This design comes from an exercise in tuning for small area on the open sky130 flow, not from production work. The RTL was checked by simulation tests, not by an equivalence proof against the original design. Power and IR drop assume default switching activity.

Design fmul, start of the top module:
module fmul (
    input  wire        clk,
    input  wire [31:0] a,
    input  wire [31:0] b,
    output reg  [31:0] s
);
For scale: roughly 1300 cells after synthesis, roughly 38 flip-flops.
clock: 18.0 ns
lec_check: 0
cap_margin: 20
core_margin: 2
core_utilization: 40
gpl_timing_driven: 0
slew_margin: 20
synth_hierarchical: 1
standard.sh (not shown) runs the stock make flow with config.mk's settings and CLKGATE_MAP_FILE= SYNTH_SCRIPT=/design/flow/synth_recipe.tcl, a recipe that flattens the netlist after the stock synthesis.
==> flow/flow/run.sh <==
#!/bin/bash
# Layout flow: the standard flow (standard.sh, unchanged synthesis) with
# two placement settings changed:
#  - every input and output port is buffered with buf_2 (buffer_ports -buffer_cell)
#  - the buffers Yosys/ABC inserted are removed at floorplan (REMOVE_ABC_BUFFERS),
#    so repair_design re-buffers only where the layout needs it
# All make output goes to standard.log in the work folder; ORFS's per-step logs
# stay under orfs/logs.
set -euo pipefail
cd "$(dirname "$0")/.."
bash standard.sh \
  BUFFER_PORTS_ARGS="-buffer_cell sky130_fd_sc_hd__buf_2" \
  REMOVE_ABC_BUFFERS=1 \
  finish > standard.log 2>&1
The baseline finished with timing, DRC and antenna clean.
==> next run, changes <==
==> flow/flow/run.sh (replaced) <==
#!/bin/bash
# Layout flow: the standard flow (standard.sh, with its unchanged
# synthesis) with these placement and clock-tree settings changed:
#  - every input and output port is buffered with buf_1 (buffer_ports
#    -buffer_cell); repair_design upsizes the ones that need more drive
#  - the buffers Yosys/ABC inserted are removed at floorplan
#    (REMOVE_ABC_BUFFERS), so repair_design re-buffers only where the layout
#    needs it
#  - the clock tree is built from clkbuf_8 without dummy loads (CTS_ARGS);
#    it stays a balanced tree from the clock port
# All make output goes to standard.log in the work folder; ORFS's per-step
# logs stay under orfs/logs.
set -euo pipefail
cd "$(dirname "$0")/.."
bash standard.sh \
  BUFFER_PORTS_ARGS="-buffer_cell sky130_fd_sc_hd__buf_1" \
  REMOVE_ABC_BUFFERS=1 \
  CTS_ARGS="-sink_clustering_enable -repair_clock_nets -buf_list sky130_fd_sc_hd__clkbuf_8 -dont_use_dummy_load" \
  finish > standard.log 2>&1
- The changed run ran to the end with no violations
- total power goes down by 1.3%
- maximum frequency stays flat
- global-route usage grows by 0.27 points

---

Another version of the RTL of fmul (not shown whole).
Size: about 1,300 cells after synthesis, roughly 39 flip-flops.
clock: 18.0 ns
lec_check: 0
cap_margin: 20
core_margin: 2
core_utilization: 40
gpl_timing_driven: 0
place_density: 0.75
slew_margin: 20
synth_hierarchical: 1
==> flow/flow/run.sh <==
#!/bin/bash
# Layout flow: the standard flow (standard.sh, with its unchanged
# synthesis) with these placement and clock-tree settings changed:
#  - every input and output port is buffered with buf_1 (buffer_ports
#    -buffer_cell); repair_design upsizes the ones that need more drive
#  - the buffers Yosys/ABC inserted are removed at floorplan
#    (REMOVE_ABC_BUFFERS), so repair_design re-buffers only where the layout
#    needs it
#  - after floorplan, flow/downsize.tcl sets the combinational cells that
#    ABC mapped at a higher drive strength back to their smallest variant;
#    the later repair steps upsize where needed
#  - the clock tree is built from clkbuf_8 without dummy loads (CTS_ARGS);
#    it stays a balanced tree from the clock port
# All make output goes to standard.log in the work folder; ORFS's per-step
# logs stay under orfs/logs.
set -euo pipefail
cd "$(dirname "$0")/.."
bash standard.sh \
  BUFFER_PORTS_ARGS="-buffer_cell sky130_fd_sc_hd__buf_1" \
  REMOVE_ABC_BUFFERS=1 \
  POST_FLOORPLAN_TCL="$(pwd)/flow/downsize.tcl" \
  CTS_ARGS="-sink_clustering_enable -repair_clock_nets -buf_list sky130_fd_sc_hd__clkbuf_8 -dont_use_dummy_load" \
  finish > standard.log 2>&1
==> flow/flow/downsize.tcl <==
# Set every combinational cell that synthesis mapped at a higher drive
# strength back to its smallest variant; later repair steps upsize again
# where timing, slew or capacitance need it. Flip-flops, buffers and
# inverters are left alone.
set db [ord::get_db]
set block [ord::get_db_block]
set n 0
foreach inst [$block getInsts] {
  set m [[$inst getMaster] getName]
  if {[regexp {^(sky130_fd_sc_hd__[a-z0-9]+)_([0-9]+)$} $m -> base drv]} {
    if {$drv <= 1} continue
    if {[regexp {df|dl|buf|inv|conb|tap|fill|decap|diode} $base]} continue
    foreach d {1 0} {
      set new [$db findMaster ${base}_$d]
      if {$new != "NULL"} { $inst swapMaster $new; incr n; break }
    }
  }
}
puts "downsize: $n cells set to their smallest drive strength"
The first run completed without violations.
Next try:
--- a/flow/config.mk
+++ b/flow/config.mk
@@ -12 +11,0 @@
-export PLACE_DENSITY = 0.75
The changed run completed with no timing, DRC or antenna violations; setup slack is better by 0.040 ns; fmax is about the same; total power went down by 1.8%; design area hardly moves; die area does not change; via count falls by 2.6%; routed wire length is higher by 4.3%.
Next try:
--- a/flow/flow/run.sh
+++ b/flow/flow/run.sh
@@ -9,3 +8,0 @@
-#  - after floorplan, flow/downsize.tcl sets the combinational cells that
-#    ABC mapped at a higher drive strength back to their smallest variant;
-#    the later repair steps upsize where needed
@@ -21 +17,0 @@
-  POST_FLOORPLAN_TCL="$(pwd)/flow/downsize.tcl" \
removed: flow/flow/downsize.tcl
Count of clock-buffer cells in the layout does not change.
Critical path depth does not change.
Synthesized cell count does not change.
Cell area came out higher by about 0.35%.
Wire length is about the same.
Hold slack gets worse by 0.0043 ns.
Flip-flop and latch count is unchanged.

[separate check: timing with driven ports]
In the flow no input, the clock included, has a driving cell. The finished layouts below were timed again as built, in two steps.
Step 1 sets driving cells, clkbuf_16 on the clock port and buf_2 on the other inputs (assumed; they add their load-dependent delay and slew).
Step 2 also shifts input and output timing later by t, the mid clock arrival at the registers, as if the neighbouring blocks saw the same clock.
Slacks: ideal / step 1 / step 2; pairs: ideal / step 1.
run	shift t [ns]	setup slack, ns	hold slack, ns	worst slew at a driven data input, ns
the first run of note 1	0.317	0.417 / 0.390 / 0.074	3.558 / 3.545 / 3.862	0.08
the second run of note 1	0.322	0.412 / 0.388 / 0.067	3.577 / 3.568 / 3.890	0.07
the first run of note 2	0.321	0.361 / 0.355 / 0.035	3.566 / 3.556 / 3.877	0.05
the second run of note 2	0.320	0.400 / 0.404 / 0.084	3.562 / 3.554 / 3.874	0.05
the third run of note 2	0.318	0.420 / 0.419 / 0.102	3.557 / 3.549 / 3.867	0.05
After both steps every run listed still meets setup and hold. The setup slack of the second run of note 1, which loses most, moves by -0.024 ns with the drivers and by -0.345 ns with both steps.
